What follows belongs to an exercise in optimizing a design on an open flow for small area; a production flow would make more cautious choices.
In this exercise RTL edits were held to simulation tests only and were not proved equivalent to the original.
Power is estimated from default activity; no workload was simulated.

[flow/flow/resyn.sh]
#!/bin/bash
# usage: resyn.sh NETLIST OUT  (run from the flow folder)
set -euo pipefail
HERE=$(cd "$(dirname "$0")" && pwd)
NET=$1; OUT=$2
LIB=${FLOW_HOME:-/OpenROAD-flow-scripts/flow}/platforms/sky130hd/lib/sky130_fd_sc_hd__tt_025C_1v80.lib
YOSYS=${YOSYS_EXE:-$(command -v yosys || echo ${FLOW_HOME:-/OpenROAD-flow-scripts/flow}/../tools/install/yosys/bin/yosys)}
KEEP=$(grep -o 'sky130_fd_sc_hd__[a-z0-9_]*' "$NET" | sort -u | grep -E '__(dfxtp|edfxtp|dfrtp|dfstp|dfxbp|sdfxtp|dlxtp|conb)_' | tr '\n' ' ')
sed -e "s|@LIB@|$LIB|g" -e "s|@NET@|$NET|g" -e "s|@OUT@|$OUT|g" -e "s|@SCRIPT@|$HERE/abc_area.script|g" \
    -e "s|@DONTUSE@|$(cat $HERE/dontuse.txt)|g" -e "s|@KEEP@|$KEEP|g" $HERE/resyn.ys.in > resyn.ys
"$YOSYS" -s resyn.ys > resyn_yosys.log 2>&1
sed -e "s|@LIB@|$LIB|g" -e "s|@NET@|$NET|g" -e "s|@OUT@|$OUT|g" $HERE/equiv.ys.in > equiv.ys
"$YOSYS" -s equiv.ys > equiv_yosys.log 2>&1
[flow/flow/abc_area.script]
strash
dc2
&get -n
&st
&dch -f
&nf -p
&put
mfs2
strash
dch -f
amap
mfs2
strash
dc2
dch -f
amap
mfs2
strash
dch -f
amap
topo
[flow/flow/resyn.ys.in]
# Re-synthesises the combinational logic of the standard synthesis netlist for
# area. Registers (and the tie cell) are kept as they are: same cells, same
# instance names. @LIB@, @NET@, @OUT@, @SCRIPT@, @DONTUSE@ and @KEEP@ are
# filled in by run.sh.
read_liberty -ignore_miss_func @LIB@
read_verilog @NET@
hierarchy -top System
setattr -mod -set keep_hierarchy 1 @KEEP@
flatten
delete t:$scopeinfo
opt_clean
select System
abc -liberty @LIB@ @DONTUSE@ -script @SCRIPT@
opt_clean -purge
select -clear
hilomap -singleton -hicell sky130_fd_sc_hd__conb_1 HI -locell sky130_fd_sc_hd__conb_1 LO
splitnets
opt_clean -purge
insbuf -buf sky130_fd_sc_hd__buf_4 A X
delete @KEEP@
tee -o @OUT@.stat stat -liberty @LIB@
write_verilog -noattr -nohex -nodec @OUT@
[flow/flow/run.sh]
#!/bin/bash
# The standard layout (standard.sh) with three changes:
#  - after the standard synthesis, flow/resyn.sh re-synthesises its
#    combinational logic for area with ABC (flow/abc_area.script), keeping
#    every register cell and name, and proves the result equal to the
#    standard netlist; if anything fails the standard netlist is kept;
#  - before the placement's repair_design, flow/downsize.tcl gives the
#    combinational cells their smallest size and the port buffers buf_1;
#    repair_design then fixes slew and capacitance as usual, with buffers
#    no larger than buf_2;
#  - clock tree synthesis adds no dummy loads and builds the tree from
#    clkbuf_4 cells driving clusters of up to 8 flip-flops.
# Each tool's output goes to a log file here: std_synth.log, resyn_yosys.log,
# equiv_yosys.log and standard_flow.log (ORFS's own logs stay in orfs/logs).
set -euo pipefail
cd "$(dirname "$0")/.."
bash standard.sh synth > std_synth.log 2>&1
R=orfs/results/sky130hd/System/base
cp $R/1_2_yosys.v std_1_2_yosys.v
if bash flow/resyn.sh "$PWD/std_1_2_yosys.v" "$PWD/resyn.v" > resyn.log 2>&1; then
  cp resyn.v $R/1_2_yosys.v
  rm -f $R/1_synth.odb
  echo "resynthesised netlist in use" >> resyn.log
else
  echo "resynthesis failed: standard netlist in use" >> resyn.log
fi
CTS="-sink_clustering_enable -repair_clock_nets -dont_use_dummy_load"
CTS="$CTS -buf_list sky130_fd_sc_hd__clkbuf_4 -sink_clustering_size 8 -sink_clustering_max_diameter 40"
bash standard.sh "CTS_ARGS=$CTS" "PRE_RESIZE_TCL=$PWD/flow/downsize.tcl" finish > standard_flow.log 2>&1
test -f out/final.def
[flow/constraint.sdc]
create_clock -name core_clock -period 20.0 [get_ports {clk}]
set_input_delay 4.0000 -clock core_clock [delete_from_list [all_inputs] [get_ports {clk}]]
set_output_delay 4.0000 -clock core_clock [all_outputs]
set_load 0.01 [all_outputs]
[flow/flow/dontuse.txt]
-dont_use sky130_fd_sc_hd__probe_p_8 -dont_use sky130_fd_sc_hd__probec_p_8 -dont_use sky130_fd_sc_hd__lpflow_bleeder_1 -dont_use sky130_fd_sc_hd__lpflow_clkbufkapwr_1 -dont_use sky130_fd_sc_hd__lpflow_clkbufkapwr_16 -dont_use sky130_fd_sc_hd__lpflow_clkbufkapwr_2 -dont_use sky130_fd_sc_hd__lpflow_clkbufkapwr_4 -dont_use sky130_fd_sc_hd__lpflow_clkbufkapwr_8 -dont_use sky130_fd_sc_hd__lpflow_clkinvkapwr_1 -dont_use sky130_fd_sc_hd__lpflow_clkinvkapwr_16 -dont_use sky130_fd_sc_hd__lpflow_clkinvkapwr_2 -dont_use sky130_fd_sc_hd__lpflow_clkinvkapwr_4 -dont_use sky130_fd_sc_hd__lpflow_clkinvkapwr_8 -dont_use sky130_fd_sc_hd__lpflow_decapkapwr_12 -dont_use sky130_fd_sc_hd__lpflow_decapkapwr_3 -dont_use sky130_fd_sc_hd__lpflow_decapkapwr_4 -dont_use sky130_fd_sc_hd__lpflow_decapkapwr_6 -dont_use sky130_fd_sc_hd__lpflow_decapkapwr_8 -dont_use sky130_fd_sc_hd__lpflow_inputiso0n_1 -dont_use sky130_fd_sc_hd__lpflow_inputiso0p_1 -dont_use sky130_fd_sc_hd__lpflow_inputiso1n_1 -dont_use sky130_fd_sc_hd__lpflow_inputiso1p_1 -dont_use sky130_fd_sc_hd__lpflow_inputisolatch_1 -dont_use sky130_fd_sc_hd__lpflow_isobufsrc_1 -dont_use sky130_fd_sc_hd__lpflow_isobufsrc_16 -dont_use sky130_fd_sc_hd__lpflow_isobufsrc_2 -dont_use sky130_fd_sc_hd__lpflow_isobufsrc_4 -dont_use sky130_fd_sc_hd__lpflow_isobufsrc_8 -dont_use sky130_fd_sc_hd__lpflow_isobufsrckapwr_16 -dont_use sky130_fd_sc_hd__lpflow_lsbuf_lh_hl_isowell_tap_1 -dont_use sky130_fd_sc_hd__lpflow_lsbuf_lh_hl_isowell_tap_2 -dont_use sky130_fd_sc_hd__lpflow_lsbuf_lh_hl_isowell_tap_4 -dont_use sky130_fd_sc_hd__lpflow_lsbuf_lh_isowell_4 -dont_use sky130_fd_sc_hd__lpflow_lsbuf_lh_isowell_tap_1 -dont_use sky130_fd_sc_hd__lpflow_lsbuf_lh_isowell_tap_2 -dont_use sky130_fd_sc_hd__lpflow_lsbuf_lh_isowell_tap_4 -dont_use sky130_fd_sc_hd__fill_1 -dont_use sky130_fd_sc_hd__fill_2 -dont_use sky130_fd_sc_hd__fill_4 -dont_use sky130_fd_sc_hd__fill_8 
[flow/standard.sh]
#!/bin/bash
# synth_recipe.tcl (not shown) runs the flow's synth.tcl, then flattens the netlist and writes it again
# the make line also repeats each setting of config.mk as NAME=value (left out here)
make -C /OpenROAD-flow-scripts/flow DESIGN_CONFIG=/design/flow/config.mk WORK_HOME=/design/flow/orfs CLKGATE_MAP_FILE= SYNTH_SCRIPT=/design/flow/synth_recipe.tcl "${@:-finish}"
[flow/flow/equiv.ys.in]
# Proves the re-synthesised netlist equal to the standard one, register by
# register (the registers are matched by name).
read_liberty -ignore_miss_func @LIB@
read_verilog @NET@
rename System gold
read_verilog @OUT@
rename System gate
flatten
opt_clean
async2sync
equiv_make gold gate equiv
hierarchy -top equiv
equiv_simple -seq 1
equiv_status -assert
[flow/design.v]
module MemoryChip
(
    input logic clk, rst,
    input logic WE_bar,
    input logic[2:0] Address,
    input logic[31:0] DataIn,
    output logic[31:0] DataOut
);
function automatic logic[31:0] default_val(input logic[2:0] a);
    case(a)
        3'd0: default_val = 32'h0_0000_F00;
        3'd1: default_val = 32'h1_0000_000;
        3'd2: default_val = 32'h3_0000_0F0;
        3'd3: default_val = 32'h2_0000_00F;
        3'd4: default_val = 32'h4_0000_F0F;
        3'd5: default_val = 32'h5_0000_F00;
        3'd6: default_val = 32'h6_3030_000;
        default: default_val = 32'h7_0000_000;
    endcase
endfunction
logic[7:0][31:0] mem;
logic[31:0] din0, din1;
assign din0 = DataIn & {32{~rst}};
assign din1 = DataIn | {32{rst}};
logic[7:0][31:0] nxt;
always_comb
    for(int a = 0; a < 8; a++)
        nxt[a] = (din1 & default_val(a[2:0])) | (din0 & ~default_val(a[2:0]));
always_ff @(posedge clk) begin
    for(int a = 0; a < 8; a++)
        if(rst || (!WE_bar && Address == a[2:0]))
            mem[a] <= nxt[a];
end
assign DataOut = mem[Address];
endmodule
module Memory
(
    input logic clk, rst,
    input logic WE_bar,
    input logic[2:0] Address,
    input logic[16:0] DataIn,
    output logic[16:0] DataOut
);
function automatic logic[7:0] reset_byte(input logic[2:0] a);
    case(a)
        3'd2: reset_byte = 8'hF0;
        3'd3: reset_byte = 8'h0F;
        3'd4: reset_byte = 8'h0F;
        default: reset_byte = 8'h00;
    endcase
endfunction
logic[7:0][16:0] mem;
logic[16:0] din0, din1;
assign din0 = DataIn & {17{~rst}};
assign din1 = DataIn | {17{rst}};
logic[7:0][16:0] rv, nxt;
always_comb
    for(int a = 0; a < 8; a++) begin
        rv[a] = {2'b00, 3'b100, 4'h0, reset_byte(a[2:0])};
        nxt[a] = (din1 & rv[a]) | (din0 & ~rv[a]);
    end
always_ff @(posedge clk) begin
    for(int a = 0; a < 8; a++)
        if(rst || (!WE_bar && Address == a[2:0]))
            mem[a] <= nxt[a];
end
assign DataOut = mem[Address];
endmodule
module PosEdge
(
    input logic clk, rst,
    input logic signal,
    output logic pedge
);
logic[1:0] ff;
always_ff @(posedge clk) begin
    if(rst)
        ff <= 2'd0;
    else begin
        ff[0] <= signal;
        ff[1] <= ff[0];
    end
end
assign pedge = ~ff[1] & ff[0];
endmodule
module Pedge
(
    input logic clk, rst,
    input logic signal,
    output logic pedge
);
logic busy, term;
logic[13:0] ctr;
assign term = (ctr == 14'h1E4A);
always_ff @(posedge clk) begin
    if(rst || !busy || term)
        ctr <= 14'h3FFF;
    else
        ctr <= {ctr[12:0], ^(ctr & 14'h3802)};
end
always_ff @(posedge clk) begin
    if(rst) begin
        pedge <= 1'b0;
        busy <= 1'b0;
    end else if(pedge) begin
        pedge <= 1'b0;
        busy <= 1'b1;
    end else if(busy) begin
        if(term)
            busy <= 1'b0;
    end else if(signal)
        pedge <= 1'b1;
end
endmodule
module PWM
(
    input logic clk, rst,
    output logic pulse
);
logic[15:0] ctr;
logic end_high;
assign end_high = pulse && ctr == 16'hC261;
always_ff @(posedge clk) begin
    if(rst) begin
        pulse <= 1'b1;
        ctr <= 16'hFFFF;
    end else begin
        if(end_high || (!pulse && ctr == 16'h7FFF))
            pulse <= ~pulse;
        ctr <= end_high ? 16'hFFFF : {ctr[14:0], ^(ctr & 16'hD008)};
    end
end
endmodule
module SPI
(
    input logic clk, rst,
    input logic start, stop,
    input logic write,
    input logic[7:0] data,
    output logic done,
    output logic sclk, mosi, cs
);
logic pStart, pStop, pWrite;
PosEdge peStart(.clk(clk), .rst(rst), .signal(start), .pedge(pStart));
PosEdge peStop(.clk(clk), .rst(rst), .signal(stop), .pedge(pStop));
PosEdge peWrite(.clk(clk), .rst(rst), .signal(write), .pedge(pWrite));
typedef enum logic[2:0] {IDLE, S0, S1, S2, DONE} state_t;
state_t state;
logic[1:0] sel_sclk;
logic pulse;
always_comb begin
    case(sel_sclk)
        2'd0: sclk = 1'b0;
        2'd2: sclk = pulse;
        default: sclk = 1'b1;
    endcase
end
logic[2:0] ctr;
logic wait_st;
assign wait_st = (state == S0) || (state == DONE);
always_ff @(posedge clk) begin : wav_gen
    if(rst) begin
        ctr <= 3'b0;
        pulse <= 1'b0;
    end else if(sel_sclk == 2'd2) begin
        if(ctr == 3'd7)
            pulse <= ~pulse;
        ctr <= ctr + 1'b1;
    end else begin
        pulse <= 1'b0;
        ctr <= wait_st ? ctr + 1'b1 : 3'd0;
    end
end
logic[3:0] i;
always_ff @(posedge clk) begin
    if(rst) begin
        i <= 0;
    end else if(sel_sclk == 2'd2) begin
        if(sclk == 1'b1 && ctr == 3'd0)
            if(i < 8) i <= i + 1;
            else i <= 0;
    end else
        i <= 1'b0;
end
logic passed;
assign passed = (ctr == 3'd7);
always_ff @(posedge clk) begin
    if(rst) begin
        sel_sclk <= 2'd1;
        cs <= 1'b1;
        mosi <= 1'b0;
        done <= 1'b0;
        state <= IDLE;
    end else begin
        case(state)
            IDLE: begin
                if(pStart) begin
                    cs <= 1'b0;
                    state <= S0;
                end
            end
            S0: begin
                if(passed) begin
                    sel_sclk <= 2'd0;
                    done <= 1'b1;
                    state <= S1;
                end
            end
            S1: begin
                if(pWrite) begin
                    sel_sclk <= 2'd2;
                    done <= 1'b0;
                    state <= S2;
                end
                else if(pStop) begin
                    sel_sclk <= 2'd1;
                    done <= 1'b0;
                    state <= DONE;
                end
            end
            S2: begin
                if(i < 8 && ctr == 3'd2) begin
                    mosi <= data[7 - i];
                end else if(i == 8 && ctr == 3'd7 && !sclk) begin
                    sel_sclk <= 2'd0;
                    mosi <= 1'b0;
                    done <= 1'b1;
                    state <= S1;
                end
            end
            DONE: begin
                if(passed) begin
                    cs <= 1'b1;
                    state <= IDLE;
                end
            end
            default: state <= IDLE;
        endcase
    end
end
endmodule
module I2C
(
    input logic clk, rst,
    input logic S, P,
    input logic write, read,
    input logic[7:0] wData,
    input logic sda_in,
    output logic sda_out, sda_oe,
    output logic sclk,
    output logic[7:0] rData,
    output logic rdy,
    output logic ack
);
typedef enum logic[2:0] {S_IDLE, S_WAIT, WRITE0, WRITE1, READ0, READ1, P_WAIT, BUS_FREE} state_t;
state_t state;
logic[1:0] sel_sclk;
logic pulse;
always_comb begin
    case(sel_sclk)
        2'd1: sclk = pulse;
        2'd2: sclk = 1'b0;
        default: sclk = 1'b1;
    endcase
end
logic[7:0] ctr;
logic passed;
always_comb begin
    case(state)
        S_WAIT, P_WAIT: passed = (ctr == 8'h56);
        BUS_FREE: passed = (ctr == 8'h1B);
        default: passed = 1'b0;
    endcase
end
logic t_low_sample, t_high_sample, half_end;
assign t_low_sample = !pulse && ctr == 8'hAD;
assign t_high_sample = pulse && ctr == 8'hAD;
assign half_end = pulse ? (ctr == 8'h87) : (ctr == 8'hFA);
always_ff @(posedge clk) begin : gen_wav
    if(rst)
        pulse <= 1'b0;
    else if(sel_sclk == 2'd1 && half_end)
        pulse <= ~pulse;
end
always_ff @(posedge clk) begin
    if(rst || (sel_sclk == 2'd1 ? half_end : !((state == S_WAIT || state == P_WAIT || state == BUS_FREE) && !passed)))
        ctr <= 8'hFF;
    else
        ctr <= {ctr[6:0], ^(ctr & 8'hB8)};
end
logic pWrite;
PosEdge posedge_write(.clk(clk), .rst(rst), .signal(write), .pedge(pWrite));
logic pRead;
PosEdge posedge_read(.clk(clk), .rst(rst), .signal(read), .pedge(pRead));
logic is_out;
logic sda;
assign sda_oe = is_out;
assign sda = is_out ? sda_out : sda_in;
logic hello;
PosEdge pHello(.clk(clk), .rst(rst), .signal(S), .pedge(hello));
logic goodbye;
PosEdge pGoodbye(.clk(clk), .rst(rst), .signal(P), .pedge(goodbye));
logic rw;
logic[3:0] nPulse;
always_ff @(posedge clk) begin
    if(rst) begin
        sda_out <= 1'b1;
        sel_sclk <= 2'd0;
        is_out <= 1'b1;
        nPulse <= 1'b0;
        rdy <= 1'b0;
        rw <= 1'b0;
        ack <= 1'b0;
        rData <= 8'h00;
        state <= S_IDLE;
    end else begin
        case(state)
            S_IDLE: begin
                if(hello) begin
                    sda_out <= 1'b0;
                    rdy <= 1'b0;
                    state <= S_WAIT;
                end
            end
            S_WAIT: begin
                if(passed) begin
                    sel_sclk <= 2'd2;
                    rdy <= 1'b1;
                    state <= WRITE0;
                end
            end
            WRITE0: begin
                if(pWrite) begin
                    sel_sclk <= 2'd1;
                    rdy <= 1'b0;
                    ack <= 1'b0;
                    state <= WRITE1;
                end else if(goodbye) begin
                    rw <= 1'b0;
                    sel_sclk <= 2'd0;
                    rdy <= 1'b0;
                    state <= P_WAIT;
                end
            end
            WRITE1: begin
                if(nPulse < 10) begin
                    if(t_low_sample) begin
                        if(nPulse < 8)
                            sda_out <= wData[7 - nPulse];
                        if(nPulse == 8)
                            is_out <= 1'b0;
                        nPulse <= nPulse + 1'b1;
                    end
                    if(nPulse == 9 && t_high_sample)
                        ack <= ~sda;
                end else begin
                    sda_out <= 1'b0;
                    sel_sclk <= 2'd2;
                    is_out <= 1'b1;
                    nPulse <= 0;
                    rdy <= 1'b1;
                    if(!rw) begin
                        rw <= 1'b1;
                        if(wData[0])
                            state <= READ0;
                        else
                            state <= WRITE0;
                    end else
                        state <= WRITE0;
                end
            end
            READ0: begin
                if(pRead) begin
                    sel_sclk <= 2'd1;
                    is_out <= 1'b0;
                    rdy <= 1'b0;
                    state <= READ1;
                end else if(goodbye) begin
                    rw <= 1'b0;
                    sel_sclk <= 2'd0;
                    rdy <= 1'b0;
                    state <= P_WAIT;
                end
            end
            READ1: begin
                if(nPulse < 10) begin
                    if(t_low_sample) begin
                        if(nPulse < 8)
                            rData[7 - nPulse] <= sda;
                        if(nPulse == 8) begin
                            sda_out <= 1'b0;
                            is_out <= 1'b1;
                        end
                        nPulse <= nPulse + 1'b1;
                    end
                end else begin
                    sel_sclk <= 2'd2;
                    is_out <= 1'b1;
                    nPulse <= 0;
                    rdy <= 1'b1;
                    state <= READ0;
                end
            end
            P_WAIT: begin
                if(passed) begin
                    sda_out <= 1'b1;
                    state <= BUS_FREE;
                end
            end
            BUS_FREE: begin
                if(passed) begin
                    rdy <= 1'b1;
                    state <= S_IDLE;
                end
            end
            default: state <= S_IDLE;
        endcase
    end
end
endmodule
module IColor
(
    input logic clk, rst,
    input logic detect,
    input logic led_in,
    input logic sda_in,
    output logic sda_out, sda_oe,
    output logic sclk, led_en,
    output logic R, G, B,
    output logic[2:0] rgb
);
typedef enum logic[4:0] {
    START0 = 5'b000_00, START1 = 5'b000_01, START2 = 5'b000_10, START3 = 5'b000_11,
    S0     = 5'b001_00, G0     = 5'b001_01, G1     = 5'b001_10, G2     = 5'b001_11,
    S4     = 5'b010_00, G3     = 5'b010_01, G4     = 5'b010_10, G5     = 5'b010_11,
    S8     = 5'b011_00, G6     = 5'b011_01, G7     = 5'b011_10, G8     = 5'b011_11,
    S10    = 5'b100_00, G9     = 5'b100_01, G10    = 5'b100_10, G11    = 5'b100_11,
    STOP0  = 5'b101_00, STOP1  = 5'b101_01, STOP2  = 5'b101_10, STOP3  = 5'b101_11,
    IDLE   = 5'b110_00, S1     = 5'b110_01, S2     = 5'b110_10, S3     = 5'b110_11,
    S9     = 5'b111_00, S5     = 5'b111_01, S6     = 5'b111_10, S7     = 5'b111_11
} state_t;
state_t state;
assign led_en = led_in;
function automatic logic[7:0] send_data(input logic[2:0] idx);
    case(idx)
        3'd0: send_data = 8'h52;
        3'd1: send_data = 8'hA0;
        3'd2: send_data = 8'h03;
        3'd3: send_data = 8'h52;
        3'd4: send_data = 8'hB4;
        3'd5: send_data = 8'h53;
        default: send_data = 8'h00;
    endcase
endfunction
logic[7:0] rData;
logic rdy, rcvd_ack;
logic S, P, write, read;
logic[2:0] widx;  
I2C prtcl(.clk(clk), .rst(rst), .S(S), .write(write), .read(read), .wData(send_data(widx)), .rData(rData), .P(P), .sclk(sclk), .sda_in(sda_in), .sda_out(sda_out), .sda_oe(sda_oe), .rdy(rdy), .ack(rcvd_ack));
logic[9:0] tctr;
logic passed_10ms;
assign passed_10ms = (tctr == 10'h29B);
always_ff @(posedge clk) begin
    if(!rst && (state == S3 || state == S7) && !passed_10ms)
        tctr <= {tctr[8:0], ^(tctr & 10'h240)};
    else
        tctr <= 10'h3FF;
end
logic pDetect;
Pedge peDetect(.clk(clk), .rst(rst), .signal(detect), .pedge(pDetect));
logic[7:2][7:0] buffer;
logic[15:0] red, green, blue;
assign red = {buffer[3], buffer[2]};
assign green = {buffer[5], buffer[4]};
assign blue = {buffer[7], buffer[6]};
logic rg, rb, gb, erg, erb, egb;
assign rg = red > green;
assign rb = red > blue;
assign gb = green > blue;
assign erg = red == green;
assign erb = red == blue;
assign egb = green == blue;
assign rgb[2] = rb && rg;
assign rgb[1] = gb && !rg && !erg;
assign rgb[0] = !rb && !erb && !gb && !egb;
logic[7:0] rData_in;
assign rData_in = rData & {8{~rst}};
always_ff @(posedge clk) begin
    for(int n = 2; n < 8; n++)
        if(rst || (state == G11 && rdy && i == n))
            buffer[n] <= rData_in;
end
logic pulse;
PWM wav_gen(.clk(clk), .rst(rst), .pulse(pulse));
assign R = rgb[2] & pulse;
assign G = rgb[1] & pulse;
assign B = rgb[0] & pulse;
logic err;
logic[1:0] flag;
logic[3:0] i;
always_ff @(posedge clk) begin
    if(rst) begin
        i <= 4'd0;
        err <= 1'b0;
        flag <= 2'b0;
        {S, P, write, read} <= 4'b0;
        widx <= 3'd7;
        state <= IDLE;
    end else begin
        case(state)
            IDLE: begin
                if(pDetect) state <= START0;
            end
            START0: begin
                S <= 1'b1;
                state <= START1;
            end
            START1: state <= START2;
            START2: state <= START3;
            START3: begin
                if(rdy) begin
                    S <= 1'b0;
                    case(flag)
                        2'd1: state <= S4;
                        2'd2: state <= S8;
                        default: state <= S0;
                    endcase
                end
            end
            S0: begin
                if(i < 3) begin
                    widx <= i[2:0];
                    write <= 1'b1;
                    state <= G0;
                end else begin
                    write <= 1'b0;
                    state <= S2;
                end
            end
            G0: state <= G1;
            G1: state <= G2;
            G2: begin
                if(rdy) begin
                    write <= 1'b0;
                    state <= S1;
                end
            end
            S1: begin
                if(rcvd_ack) begin
                    i <= i + 1;
                    state <= S0;
                end else begin
                    err <= 1'b1;
                    i <= 1'b0;
                    flag <= 2'd0;
                    state <= STOP0;
                end
            end
            S2: state <= S3;
            S3: begin
                if(passed_10ms) begin
                    flag <= 2'd1;
                    state <= STOP0;
                end
            end
            S4: begin
                if(i < 5) begin
                    widx <= i[2:0];
                    write <= 1'b1;
                    state <= G3;
                end else begin
                    write <= 1'b0;
                    state <= S6;
                end
            end
            G3: state <= G4;
            G4: state <= G5;
            G5: begin
                if(rdy) begin
                    write <= 1'b0;
                    state <= S5;
                end
            end
            S5: begin
                if(rcvd_ack) begin
                    i <= i + 1;
                    state <= S4;
                end else begin
                    err <= 1'b1;
                    i <= 3'd0;
                    flag <= 2'd0;
                    state <= STOP0;
                end
            end
            S6: state <= S7;
            S7: begin
                if(passed_10ms) begin
                    flag <= 2'd2;
                    state <= STOP0;
                end
            end
            S8: begin
                flag <= 2'd0;
                widx <= i[2:0];
                write <= 1'b1;
                state <= G6;
            end
            G6: state <= G7;
            G7: state <= G8;
            G8: begin
                if(rdy) begin
                    write <= 1'b0;
                    state <= S9;
                end
            end
            S9: begin
                if(rcvd_ack) begin
                    i <= 3'b0;
                    state <= S10;
                end else begin
                    err <= 1'b1;
                    i <= 3'd0;
                    flag <= 2'd0;
                    state <= STOP0;
                end
            end
            S10: begin
                if(i < 8) begin
                    read <= 1'b1;
                    state <= G9;
                end else begin
                    i <= 4'd0;
                    state <= STOP0;
                end
            end
            G9: state <= G10;
            G10: state <= G11;
            G11: begin
                if(rdy) begin
                    read <= 1'b0;
                    i <= i + 1;
                    state <= S10;
                end
            end
            STOP0: begin
                P <= 1'b1;
                state <= STOP1;
            end
            STOP1: state <= STOP2;
            STOP2: state <= STOP3;
            STOP3: begin
                if(rdy) begin
                    P <= 1'b0;
                    if(err || |flag) begin
                        err <= 1'b0;
                        state <= START0;
                    end else
                        state <= IDLE;
                end
            end
            default: state <= IDLE;
        endcase
    end
end
endmodule
module IDisplay
(
    input logic clk, rst,
    input logic on_off, exec,
    input logic[16:0] IR,  
    input logic osel,      
    output logic rdy,
    output logic sclk, mosi, cs,
    output logic vcc_en, pmod_en, dc, res
);
typedef enum logic[4:0] {IDLE, ON0, ON1, ON2, ON3, ON4, ON5, ON6, ON7, ON8, ON9, GFX0, GFX1, GFX2, DELAY0, DELAY1, DELAY2, DELAY3, DELAY4, DELAY5, OFF0, OFF1, OFF2} state_t;
state_t state;
logic[5:0] i;
function automatic logic[7:0] data_to_send(input logic[5:0] idx);
    case(idx)
        6'd0: data_to_send = 8'hFD;
        6'd1: data_to_send = 8'h12;
        6'd2: data_to_send = 8'hAE;
        6'd3: data_to_send = 8'hA0;
        6'd4: data_to_send = 8'h72;
        6'd5: data_to_send = 8'hA1;
        6'd6: data_to_send = 8'h00;
        6'd7: data_to_send = 8'hA2;
        6'd8: data_to_send = 8'h00;
        6'd9: data_to_send = 8'hA4;
        6'd10: data_to_send = 8'hA8;
        6'd11: data_to_send = 8'h3F;
        6'd12: data_to_send = 8'hAD;
        6'd13: data_to_send = 8'h8E;
        6'd14: data_to_send = 8'hB0;
        6'd15: data_to_send = 8'h0B;
        6'd16: data_to_send = 8'hB1;
        6'd17: data_to_send = 8'h31;
        6'd18: data_to_send = 8'hB3;
        6'd19: data_to_send = 8'hF0;
        6'd20: data_to_send = 8'h8A;
        6'd21: data_to_send = 8'h64;
        6'd22: data_to_send = 8'h8B;
        6'd23: data_to_send = 8'h78;
        6'd24: data_to_send = 8'h8C;
        6'd25: data_to_send = 8'h64;
        6'd26: data_to_send = 8'hBB;
        6'd27: data_to_send = 8'h3A;
        6'd28: data_to_send = 8'hBE;
        6'd29: data_to_send = 8'h3E;
        6'd30: data_to_send = 8'h87;
        6'd31: data_to_send = 8'h06;
        6'd32: data_to_send = 8'h81;
        6'd33: data_to_send = 8'h91;
        6'd34: data_to_send = 8'h82;
        6'd35: data_to_send = 8'h50;
        6'd36: data_to_send = 8'h83;
        6'd37: data_to_send = 8'h7D;
        6'd38: data_to_send = 8'h2E;
        6'd39: data_to_send = 8'h25;
        6'd40: data_to_send = 8'h0;
        6'd41: data_to_send = 8'h0;
        6'd42: data_to_send = 8'h3F;
        6'd43: data_to_send = 8'h1F;
        6'd44: data_to_send = 8'hAF;
        default: data_to_send = 8'h00;
    endcase
endfunction
logic[2:0] cls;
logic[15:0] d;
assign cls = IR[16] ? 3'b001 : IR[14:12];
assign d = IR[15:0];
logic[3:0] nBytes;
always_comb begin
    case(cls)
        3'b000: nBytes = 4'd8;
        3'b001: nBytes = 4'd7;
        3'b101: nBytes = 4'd5;
        3'b100: nBytes = 4'd2;
        default: nBytes = 4'd11;
    endcase
end
logic[3:0] j;
assign j = i[3:0];
logic[7:0] cmd_byte;
always_comb begin
    if(!osel) begin
        if(j == 0) cmd_byte = 8'h26;
        else if(j == 1) cmd_byte = {7'b0, cls == 3'b011 || (cls == 3'b100 && d[4])};
        else cmd_byte = 8'h00;
    end else if(cls == 3'b100) begin
        cmd_byte = d[7:0];
    end else begin
        case(j)
            4'd0: case(cls)
                      3'b000: cmd_byte = 8'h21;
                      3'b001: cmd_byte = 8'h23;
                      3'b101: cmd_byte = 8'h25;
                      default: cmd_byte = 8'h22;
                  endcase
            4'd1, 4'd2: cmd_byte = (cls == 3'b101) ? 8'h00 : 8'h10;
            4'd3: cmd_byte = (cls == 3'b101) ? 8'h5F : 8'h40;
            4'd4: cmd_byte = (cls == 3'b101) ? 8'h3F : 8'h20;
            4'd5: cmd_byte = (cls == 3'b001) ? d[15:8] : {2{d[11:8]}};
            4'd6: cmd_byte = (cls == 3'b001) ? d[7:0] : {2{d[7:4]}};
            4'd7, 4'd10: cmd_byte = {2{d[3:0]}};
            4'd8: cmd_byte = {2{d[11:8]}};
            default: cmd_byte = {2{d[7:4]}};
        endcase
    end
end
logic start, stop, write, done;
logic[7:0] data;
SPI protocol(.clk(clk), .rst(rst), .sclk(sclk), .mosi(mosi), .cs(cs), .start(start), .stop(stop), .write(write), .data(data), .done(done));
logic[15:0] tctr;
logic passed;
always_comb begin
    case(state)
        ON1, ON7: passed = (tctr == 16'hD578);  
        ON2: passed = (tctr == 16'h8F64);       
        ON9: passed = (tctr == 16'h87B1);       
        OFF2: passed = (tctr == 16'h5448);      
        default: passed = 1'b0;
    endcase
end
always_ff @(posedge clk) begin
    if(!rst && (state == ON1 || state == ON2 || state == ON7 || state == ON9 || state == OFF2) && !passed)
        tctr <= {tctr[14:0], ^(tctr & 16'hD008)};
    else
        tctr <= 16'hFFFF;
end
assign dc = 1'b0;
always_ff @(posedge clk) begin
    if(rst) begin
        i <= 6'd0;
        rdy <= 1'b0;
        {res, vcc_en, pmod_en} <= 3'b0;
        {start, stop, write} <= 3'b0;
        data <= 8'h00;
        state <= IDLE;
    end else begin
        case(state)
            IDLE: begin
                if(on_off) begin
                    state <= ON0;
                end
            end
            ON0: begin
                {res, vcc_en, pmod_en} <= 3'b101;
                state <= ON1;
            end
            ON1: begin
                if(passed) begin
                    res <= 1'b0;
                    state <= ON2;
                end
            end
            ON2: begin
                if(passed) begin
                    start <= 1'b1;
                    res <= 1'b1;
                    state <= ON3;
                end
            end
            ON3: begin
                if(done) begin
                    start <= 1'b0;
                    state <= ON4;
                end
            end
            ON4: begin
                if(i < 44) begin
                    write <= 1'b1;
                    data <= data_to_send(i);
                    state <= DELAY0;
                end else
                    state <= ON6;
            end
            DELAY0: state <= DELAY1;
            DELAY1: state <= ON5;
            ON5: begin
                write <= 1'b0;
                if(done) begin
                    i <= i + 1;
                    state <= ON4;
                end
            end
            ON6: begin
                vcc_en <= 1'b1;
                write <= 1'b0;
                state <= ON7;
            end
            ON7: begin
                if(passed) begin
                    write <= 1'b1;
                    data <= data_to_send(i);
                    state <= DELAY2;
                end
            end
            DELAY2: state <= DELAY3;
            DELAY3: state <= ON8;
            ON8: begin
                if(done) begin
                    i <= 1'b0;
                    write <= 1'b0;
                    state <= ON9;
                end
            end
            ON9: begin
                if(passed) state <= GFX0;
            end
            GFX0: begin
                rdy <= 1'b1;
                if(!on_off) begin
                    rdy <= 1'b0;
                    state <= OFF0;
                end
                if(exec) begin
                    rdy <= 1'b0;
                    state <= GFX1;
                end
            end
            GFX1: begin
                if(i < nBytes) begin
                    write <= 1'b1;
                    data <= cmd_byte;
                    state <= DELAY4;
                end else begin
                    i <= 0;
                    state <= GFX0;
                end
            end
            DELAY4: state <= DELAY5;
            DELAY5: state <= GFX2;
            GFX2: begin
                write <= 1'b0;
                if(done) begin
                    i <= i + 1;
                    state <= GFX1;
                end
            end
            OFF0: begin
                write <= 1'b1;
                data <= 8'hAE;
                if(done) begin
                    stop <= 1'b1;
                    state <= OFF1;
                end
            end
            OFF1: begin
                {vcc_en, stop} <= 2'b0;
                state <= OFF2;
            end
            OFF2: begin
                if(passed) begin
                    pmod_en <= 1'b0;
                    state <= IDLE;
                end
            end
            default: state <= IDLE;
        endcase
    end
end
endmodule
module IKeyboard
(
    input logic clk, rst,
    input logic[3:0] row,
    output logic[3:0] col, key,
    output logic key_was_pressed
);
logic[3:0] grp;
logic[1:0] ff;
assign key_was_pressed = ~ff[1] & ff[0];
logic[8:0] ctr;
logic[1:0] r;
logic hit;
always_comb begin
    hit = 1'b1;
    r = 2'd0;
    case(row)
        4'b0111: r = 2'd0;
        4'b1011: r = 2'd1;
        4'b1101: r = 2'd2;
        4'b1110: r = 2'd3;
        default: hit = 1'b0;
    endcase
end
function automatic logic[3:0] keymap(input logic[1:0] c, input logic[1:0] r);
    case({c, r})
        4'h0: keymap = 4'h1;
        4'h1: keymap = 4'h4;
        4'h2: keymap = 4'h7;
        4'h3: keymap = 4'h0;
        4'h4: keymap = 4'h2;
        4'h5: keymap = 4'h5;
        4'h6: keymap = 4'h8;
        4'h7: keymap = 4'hF;
        4'h8: keymap = 4'h3;
        4'h9: keymap = 4'h6;
        4'hA: keymap = 4'h9;
        4'hB: keymap = 4'hE;
        4'hC: keymap = 4'hA;
        4'hD: keymap = 4'hB;
        4'hE: keymap = 4'hC;
        default: keymap = 4'hD;
    endcase
endfunction
logic scan;
logic[1:0] c;
always_comb begin
    scan = 1'b1;
    c = 2'd0;
    case(ctr)
        9'h0B8: c = 2'd0;  
        9'h14F: c = 2'd1;  
        9'h0EB: c = 2'd2;  
        9'h12E: c = 2'd3;  
        default: scan = 1'b0;
    endcase
end
always_ff @(posedge clk) begin
    if(rst) begin
        ctr <= 9'h1FF;
        grp <= 4'b0;
        col <= 4'b0;
        key <= 4'b0;
        ff <= 2'b0;
    end else begin
        ff[0] <= |grp;
        ff[1] <= ff[0];
        ctr <= (ctr == 9'h12E) ? 9'h1FF : {ctr[7:0], ^(ctr & 9'h110)};
        case(ctr)
            9'h0DA: col <= 4'b0111;  
            9'h02B: col <= 4'b1011;  
            9'h058: col <= 4'b1101;  
            9'h0AF: col <= 4'b1110;  
            default: ;
        endcase
        if(scan) begin
            grp[c] <= hit;
            if(hit) key <= keymap(c, r);
        end
    end
end
endmodule
module IEncoder
(
    input logic clk, rst,
    input logic A, B,
    output logic add, sub
);
logic dir;
logic[2:0] lvl;
assign add = (lvl == 3'd5) & dir;
assign sub = (lvl == 3'd5) & ~dir;
logic P, Q;
assign P = dir ? B : A;
assign Q = dir ? A : B;
always_ff @(posedge clk) begin
    if(rst) begin
        dir <= 1'b0;
        lvl <= 3'd0;
    end else
        case(lvl)
            3'd1: begin
                if(P) lvl <= 3'd0;
                else if(~Q) lvl <= 3'd2;
            end
            3'd2: begin
                if(Q) lvl <= 3'd1;
                else if(P) lvl <= 3'd3;
            end
            3'd3: begin
                if(~P) lvl <= 3'd2;
                else if(Q) lvl <= 3'd4;
            end
            3'd4: lvl <= 3'd5;
            default: begin
                if(~A) begin
                    dir <= 1'b0;
                    lvl <= 3'd1;
                end else if(~B) begin
                    dir <= 1'b1;
                    lvl <= 3'd1;
                end else
                    lvl <= 3'd0;
            end
        endcase
end
endmodule
module SegmentRefresh
(
    input logic clk, rst,
    output logic[2:0] idx
);
logic[6:0] ctr;
always_ff @(posedge clk) begin
    if(rst) begin
        ctr <= 7'h7F;
        idx <= 3'd0;
    end else if(ctr == 7'h69) begin
        idx <= idx + 1'b1;
        ctr <= 7'h7F;
    end else
        ctr <= {ctr[5:0], ^(ctr & 7'h60)};
end
endmodule
module ISegmentDisplay
(
    input logic[3:0] val,
    output logic[7:0] C
);
always_comb begin
    case(val)
        4'd0: C = 8'b00000011;
        4'd1: C = 8'b10011111;
        4'd2: C = 8'b00100101;
        4'd3: C = 8'b00001101;
        4'd4: C = 8'b10011001;
        4'd5: C = 8'b01001001;
        4'd6: C = 8'b01000001;
        4'd7: C = 8'b00011111;
        4'd8: C = 8'b00000001;
        4'd9: C = 8'b00001001;
        4'hA: C = 8'b00010001;
        4'hB: C = 8'b11000001;
        4'hC: C = 8'b01100011;
        4'hD: C = 8'b10000101;
        4'hE: C = 8'b01100001;
        default: C = 8'b01110001;
    endcase
end
endmodule
module Programmer
(
    input logic clk, rst,
    input logic mode,  
    input logic[1:0] stage,
    input logic[3:0] row,
    output logic[3:0] col,
    input logic A, B,
    input logic btn, swt,
    output logic[7:0] AN, C,
    output logic[2:0] Addr,
    input logic[7:0][3:0] RF_Data,
    output logic WE_bar,
    output logic[31:0] entrdCommand
);
logic kwp;
logic[3:0] key;
IKeyboard PmodKYPD(.clk(clk), .rst(rst), .row(row), .col(col), .key(key), .key_was_pressed(kwp));
logic add, sub;
IEncoder PmodENC(.clk(clk), .rst(rst), .A(A), .B(B), .add(add), .sub(sub));
logic[2:0] i;
logic[7:0][3:0] kypd_buffer;
assign entrdCommand = kypd_buffer;
always_ff @(posedge clk) begin : writer_i
    if(rst)
        i <= 0;
    else if(kwp & !mode & !swt)
        i <= i + 1;
    else if(add & !mode & swt) i <= i + 1;
    else if(sub & !mode & swt) i <= i - 1;
end
logic[3:0] key_in;
assign key_in = key & {4{~rst}};
always_ff @(posedge clk) begin : writer_kypd_buffer
    for(int n = 0; n < 8; n++)
        if(rst || (kwp & !mode & !swt & i == n[2:0]))
            kypd_buffer[n] <= key_in;
end
logic[2:0] k;
SegmentRefresh arbiter(.clk(clk), .rst(rst), .idx(k));
assign AN = ~(8'b1 << k);
logic pBTN;
Pedge pedge_btn(.clk(clk), .rst(rst), .signal(btn), .pedge(pBTN));
always_ff @(posedge clk) begin
    if(rst) begin
        WE_bar <= 1'b1;
        Addr <= 0;
    end else if(WE_bar) begin
        if(add & mode & (stage == 0)) Addr <= Addr + 1;
        else if(sub & mode & (stage == 0)) Addr <= Addr - 1;
        if(pBTN & (stage == 0)) WE_bar <= 1'b0;
    end else begin
        WE_bar <= 1'b1;
        Addr <= Addr + 1'b1;
    end
end
logic[3:0] val;
assign val = mode ? RF_Data[k] : kypd_buffer[k];
logic[7:0] c;
ISegmentDisplay display(.val(val), .C(c));
assign C = {c[7:1], c[0] & ~(!mode && k == i)};
endmodule
module Compiler
(
    input logic clk, rst,
    input logic compile,
    input logic[31:0] DataIn,
    input logic[2:0] color,  
    output logic WE_bar, done,
    output logic[2:0] Addr,
    output logic[16:0] DataOut
);
logic pCompile;
Pedge peCompile(.clk(clk), .rst(rst), .signal(compile), .pedge(pCompile));
logic[2:0] cls_in;
always_comb begin
    case(DataIn[31:28])
        4'd0: cls_in = 3'b000;
        4'd1: cls_in = 3'b100;
        4'd2: cls_in = 3'b010;
        4'd3: cls_in = 3'b011;
        4'd4: cls_in = 3'b110;
        4'd5: cls_in = 3'b111;
        4'd6: cls_in = 3'b001;  
        default: cls_in = 3'b101;
    endcase
end
typedef enum logic[2:0] {IDLE, S0, S1, S2, S3, S4, S0W} state_t;
state_t state;
logic[3:0] i;
always_ff @(posedge clk) begin
    if(rst)
        DataOut <= {1'b0, 1'b0, 3'b100, 12'h0};
    else if(state == S1) begin
        if(DataIn[31:28] == 4'd6)
            DataOut <= {1'b1, DataIn[27:12]};
        else
            DataOut <= {1'b0, DataIn[27], cls_in, DataIn[11:0]};
    end else if(state == S4 && !DataOut[16] && DataOut[14] && (DataOut[13] || !DataOut[12]))
        DataOut <= {DataOut[16:15], 1'b0, DataOut[13:12], {4{color[2]}}, {4{color[1]}}, {4{color[0]}}};
end
assign WE_bar = (state != S0W);
always_ff @(posedge clk) begin
    if(rst) begin
        Addr <= 0;
        done <= 1'b0;
        i <= 0;
        state <= IDLE;
    end else begin
        case(state)
            IDLE: begin
                done <= 1'b1;
                if(pCompile) begin
                    done <= 1'b0;
                    state <= S0;
                end
            end
            S0, S0W: begin
                if(i < 8) begin
                    i <= i + 1;
                    state <= S1;
                end else begin
                    i <= 0;
                    state <= IDLE;
                end
            end
            S1: state <= S2;
            S2: begin
                Addr <= Addr + 1;
                state <= S3;
            end
            S3: state <= S4;
            S4: state <= S0W;
            default: state <= IDLE;
        endcase
    end
end
endmodule
module ExecModule
(
    input logic clk, rst,
    input logic rdy_oled, rdy_compiler, run,
    input logic[16:0] DataIn,
    output logic draw,
    output logic[2:0] Addr,
    output logic[16:0] IR,
    output logic osel
);
logic pRun;
Pedge peRun(.clk(clk), .rst(rst), .signal(run), .pedge(pRun));
typedef enum logic[2:0] {IDLE, S0, S1, S2, S3, S4} state_t;
state_t state;
assign osel = (state != S3);
assign draw = (state == S2) || (state == S4);
always_ff @(posedge clk) begin
    if(rst) begin
        IR <= {2'b00, 3'b100, 12'h0};
        Addr <= 0;
        state <= IDLE;
    end else begin
        if(state == S1) begin
            IR <= DataIn;
            Addr <= Addr + 1;
        end
        case(state)
            IDLE: begin
                if(rdy_compiler & rdy_oled & pRun) state <= S0;
            end
            S0: state <= S1;
            S1: state <= S2;
            S2: state <= S3;
            S3: begin
                if(rdy_oled) state <= S4;
            end
            S4: state <= IDLE;
            default: state <= IDLE;
        endcase
    end
end
endmodule
module System
(
    input logic clk, rst,
    input logic mode,  
    input logic[1:0] stage,  
    input logic on_off,  
    input logic detect,  
    input logic compile,  
    input logic run,  
    input logic[3:0] row,
    output logic[3:0] col,
    input logic A_ENC, B_ENC,
    input logic btn, swt,
    input logic led_in,
    input logic sda_in,  
    output logic sda_out, sda_oe,  
    output logic sclk_c, led_en,
    output logic sclk_o, mosi, cs,
    output logic vcc_en, pmod_en, dc, res,
    output logic R, G, B,
    output logic[7:0] AN, C,
    output logic[2:0] mem_addr
);
logic WE_bar_0;
logic[2:0] RF_Addr;
logic[31:0] entrdCommand;
logic[31:0] DataOut;
logic[2:0] Addr_RF;
logic[2:0] rgb;
logic WE_bar_1, cmpl_done, compl;
logic[2:0] IS_RF_Addr;
logic[16:0] cmpldCommand;
logic[16:0] exeCommand;
logic[2:0] Addr_IS;
logic oled_draw, oled_rdy, oled_sel;
logic[16:0] oled_IR;
logic exe;
logic[2:0] IS_Addr;
assign mem_addr = (stage == 0 || stage == 1) ? Addr_RF : Addr_IS;
assign Addr_RF = (stage == 0) ? RF_Addr : (stage == 1) ? IS_RF_Addr : 3'd0;
assign Addr_IS = (stage == 1) ? IS_RF_Addr : (stage == 2) ? IS_Addr : 3'd0;
assign compl = (stage == 1) ? compile : 1'b0;
assign exe = (stage == 2) ? run : 1'b0;
IColor PmodCOLOR(.clk(clk), .rst(~rst), .detect(detect), .led_in(led_in), .sda_in(sda_in), .sda_out(sda_out), .sda_oe(sda_oe), .sclk(sclk_c), .led_en(led_en), .R(R), .G(G), .B(B),
                 .rgb(rgb));
Programmer code_writer(.clk(clk), .rst(~rst), .mode(mode), .stage(stage), .row(row), .col(col), .A(A_ENC), .B(B_ENC), .btn(btn), .swt(swt),
                       .AN(AN), .C(C), .WE_bar(WE_bar_0), .Addr(RF_Addr), .entrdCommand(entrdCommand), .RF_Data(DataOut));
MemoryChip reg_file(.clk(clk), .rst(~rst), .WE_bar(WE_bar_0), .Address(Addr_RF), .DataIn(entrdCommand), .DataOut(DataOut));
Compiler to_executable(.clk(clk), .rst(~rst), .compile(compl), .DataIn(DataOut), .color(rgb), .WE_bar(WE_bar_1), .done(cmpl_done),
                       .Addr(IS_RF_Addr), .DataOut(cmpldCommand));
Memory dot_exe(.clk(clk), .rst(~rst), .WE_bar(WE_bar_1), .Address(Addr_IS), .DataIn(cmpldCommand), .DataOut(exeCommand));
ExecModule driver(.clk(clk), .rst(~rst), .rdy_oled(oled_rdy), .rdy_compiler(cmpl_done), .run(exe), .DataIn(exeCommand), .Addr(IS_Addr),
                  .draw(oled_draw), .IR(oled_IR), .osel(oled_sel));
IDisplay PmodOLED(.clk(clk), .rst(~rst), .on_off(on_off), .exec(oled_draw), .IR(oled_IR), .osel(oled_sel), .rdy(oled_rdy),
                  .sclk(sclk_o), .mosi(mosi), .vcc_en(vcc_en), .pmod_en(pmod_en), .cs(cs), .dc(dc), .res(res));
endmodule
[flow/flow/downsize.tcl]
# Before the placement's repair_design: give every combinational cell the
# smallest drive strength of its kind, and make the port buffers buf_1.
# repair_design, which runs next, then fixes any slew, capacitance or fanout
# limit this breaks, with buffers no larger than buf_2 (the large buffers are
# set dont_use for the rest of this step only). Registers keep their cell
# type and size.
set dont_use {}
if { [info exists ::env(DONT_USE_CELLS)] } { set dont_use $::env(DONT_USE_CELLS) }
proc is_dont_use { name dont_use } {
  foreach pat $dont_use { if { [string match $pat $name] } { return 1 } }
  return 0
}
set_dont_use {sky130_fd_sc_hd__buf_4 sky130_fd_sc_hd__buf_6 sky130_fd_sc_hd__buf_8 sky130_fd_sc_hd__buf_12 sky130_fd_sc_hd__buf_16 sky130_fd_sc_hd__bufbuf_8 sky130_fd_sc_hd__bufbuf_16 sky130_fd_sc_hd__clkbuf_8 sky130_fd_sc_hd__clkbuf_16 sky130_fd_sc_hd__bufinv_8 sky130_fd_sc_hd__bufinv_16}
set n 0
set saved 0.0
foreach inst [get_cells *] {
  set master [get_property $inst ref_name]
  if { $master eq "sky130_fd_sc_hd__clkdlybuf4s50_1" } {
    set saved [expr { $saved + [get_property [get_lib_cells $master] area] - [get_property [get_lib_cells sky130_fd_sc_hd__buf_1] area] }]
    replace_cell $inst sky130_fd_sc_hd__buf_1
    incr n
    continue
  }
  if { ![regexp {^sky130_fd_sc_hd__([a-z0-9]+)_([0-9]+)$} $master -> base size] } { continue }
  if { [regexp {^(s?dfx|edf|dfr|dfs|dfb|sdf|dl|tap|fill|decap|conb|clk|lpflow|probe|diode)} $base] } { continue }
  set best $master
  set best_area [get_property [get_lib_cells $master] area]
  foreach lc [get_lib_cells sky130_fd_sc_hd__${base}_*] {
    set name [get_name $lc]
    if { ![regexp "^sky130_fd_sc_hd__${base}_\[0-9\]+\$" $name] } { continue }
    if { [is_dont_use $name $dont_use] } { continue }
    set a [get_property $lc area]
    if { $a < $best_area - 1e-6 } { set best $name; set best_area $a }
  }
  if { $best ne $master } {
    set saved [expr { $saved + [get_property [get_lib_cells $master] area] - $best_area }]
    replace_cell $inst $best
    incr n
  }
}
puts "downsize: $n cells resized, [format %.1f $saved] um2 less"
[flow/config.mk]
export PLATFORM = sky130hd
export DESIGN_NAME = System
export DESIGN_NICKNAME = System
export VERILOG_FILES = /design/flow/design.v
export SDC_FILE = /design/flow/constraint.sdc
export NUM_CORES = 4
export LEC_CHECK = 0
export CAP_MARGIN = 20
export CORE_MARGIN = 2
export CORE_UTILIZATION = 55
export SLEW_MARGIN = 20
==> flow_metrics.env <==
export IMPL_status="timing/DRC/antenna clean"
export IMPL_dieHeight_um=246
export IMPL_fmax_mhz=76.1
export IMPL_setup_slack_ps=6850
export IMPL_antenna_found_initial=3
export IMPL_slowest_delay_ps=680
export IMPL_grt_use_total_pct=28.1
export IMPL_synthCells=2997
export IMPL_io_pins=56
export IMPL_cp_data_arrival_time_ps=9150
export IMPL_period_minus_slack_ps=13150
export IMPL_syn_to_final_growth_pct=7.53
export IMPL_hold_class="flop to flop"
export IMPL_crit_required_ps=16000
export IMPL_clkTransAtPathRegs_ps=90
export IMPL_hold_slack_ps=395
export IMPL_cts_sinks=788
export IMPL_routed_wirelength_um=84700
export IMPL_crit_path_start_kind="primary input"
export IMPL_clock_skew_final_ps=88.0
export IMPL_row_count=88
export IMPL_via_per_inst=6.21
export IMPL_vias=24900
export IMPL_cts_buffer_depth=3
export IMPL_crit_top_cell="nor2_1"
export IMPL_final_layout_size_suffix_gt1_share_pct=5.71
export IMPL_critPathSlowestCell="buf_2"
export IMPL_leakagePower_nw=11.6
export IMPL_start_util_pct=55.8
export IMPL_grt_max_degree=42
export IMPL_drv_slew=0
export IMPL_path_cells="buf_1, nor2_1, clkinv_1, nor2_1, a22oi_1, inv_2, buf_2, buf_2, a22o_1, a221oi_1, nor2_1, a21oi_1, o311a_1, or4_1, o32ai_1, clkinv_1, nor2_1, nor2_1, a221oi_1, buf_1"
export IMPL_port_buffers=52
export IMPL_synth_fp_nets=3016
export IMPL_total_power_mw=3.10
export IMPL_place_inst=3873
export IMPL_postPlaceCellArea_um2=33700
export IMPL_grt_pass1_wl_um=132000
export IMPL_cts_resized=0
export IMPL_pre_cts_ws_ps=7090
export IMPL_die_w_um=246
export IMPL_cts_htree_levels=4
export IMPL_cts_root_buf="clkbuf_4"
export IMPL_drc=0
export IMPL_critPathMaxFanout=34
export IMPL_end_kind="output port"
export IMPL_first_global_vias=23900
export IMPL_power_density_nw_per_um2=89.5
export IMPL_period_share_pct=65.7
export IMPL_clk_latency_ps=960
export IMPL_postCtsSetupBuffers=0
export IMPL_yosys_warnings=16
export IMPL_post_synth_cell_area_avg_um2=10.8
export IMPL_drtAntennaViolNets=0
export IMPL_core_um2=57800
export IMPL_hold_viol_final=0
export IMPL_max_vdd_ir_drop_uv=49.9
export IMPL_routedWlPerCell_um=21.1
export IMPL_slew_headroom_pct=17.2
export IMPL_post_dp_hpwl_um=57500
export IMPL_drtIter0Drc=2607
export IMPL_nNetsFinal=3260
export IMPL_hold_buffers=0
export IMPL_tightest_slew_ps=1230
export IMPL_crit_type="primary input to output port"
export IMPL_drtPass1Iterations=10
export IMPL_fin_cells=4012
export IMPL_dieArea_um2=60600
export IMPL_globalplace_congestion=0.912
export IMPL_overflow=0
export IMPL_synth_area_um2=32200
export IMPL_final_area_um2=34700
export IMPL_grt_setup_unrepaired="no"
export IMPL_drv_cap=0
export IMPL_finalSetupViolCount=0
export IMPL_post_route_util_pct=60.0
export IMPL_cts_tree="yes"
export IMPL_numCtsBuffers=131
export IMPL_tns_ps=0
## cell type report
class | count | area [µm²]
antenna | 8 | 20.0
clock buffer | 131 | 983
fill | 4915 | 23100
inverter | 317 | 1190
multi-input combinational | 1887 | 10500
sequential | 788 | 20500
tap | 765 | 957
timing repair buffer | 116 | 493
## metal layers
metal  part of all wire [%]  track usage [%]
met4                    2.9             10.4
met2                     46             44.5
met1                     43             38.3
met5                      0                0
met3                    8.0             5.78
## final timing paths
kind	cells past startpoint	from	to	slack, ps
hold reg to reg	2	PmodCOLOR.prtcl.pHello.ff[0]	PmodCOLOR.prtcl.pHello.ff[1]	400
setup / recovery	20	stage[0]	C[1]	6850
setup reg to reg	20	PmodOLED.state[2]	flop	14970
hold / removal	2	PmodCOLOR.prtcl.pHello.ff[0]	PmodCOLOR.prtcl.pHello.ff[1]	400
## critical path: cells and delay by family
| family | cells | cell delay [ps] |
|---|---|---|
| AO/OA/AOI/OAI | 7 | 1490 |
| buffers and inverters | 7 | 2140 |
| AND/OR/NAND/NOR | 6 | 1490 |
## state kept, by name (all words and copies together) (netlist names), 16 cells and up, named ones only
name / flops
dot_exe.mem: 136
PmodCOLOR.wav_gen.ctr: 16
PmodOLED.tctr: 16
reg_file.mem: 256
to_executable.DataOut: 17
driver.IR: 17
code_writer.kypd_buffer: 32
PmodCOLOR.buffer: 48
## power breakdown
group | switching [mW] | internal [mW]
sequential | 0.0644 | 1.82
clock | 0.515 | 0.301
combinational | 0.273 | 0.126
total | 0.852 | 2.25
## cell usage in the layout, fill, tap and decap left out, drive strengths merged, types with 104 or more instances in the layout
cell type and instances:
nor2 487, edfxtp 472, dfxtp 316, clkinv 314
nand2 210, o21ai 158, clkbuf 131, buf 116
a21oi 108, or2 104

==> port drivers added, routing unchanged <==
How much do the figures lean on ideal ports? The routed layout below was timed once more, with nothing changed but the port constraints. Step 1: set_driving_cell puts a clkbuf_16 on clk and a buf_2 on each other input, an assumption about the parent block. Step 2 times the ports against the registers' clock, not the clock port: input delays grow and output delays shrink by t, the midpoint of the rising clock arrivals with the driver on. Slacks: no drivers / after step 1 / after step 2; pairs: no drivers / after step 1.
t, ns: 0.994
slack for setup (ns): 6.855 / 6.790 / 6.790
worst setup path at the end: input to output
worst data-port slew with drivers (ns): 0.08
pins driven straight from the clock port: 1
After both steps setup and hold are still met in this run. The setup slack of this run moves by -0.065 ns with the drivers and by -0.065 ns with both steps.
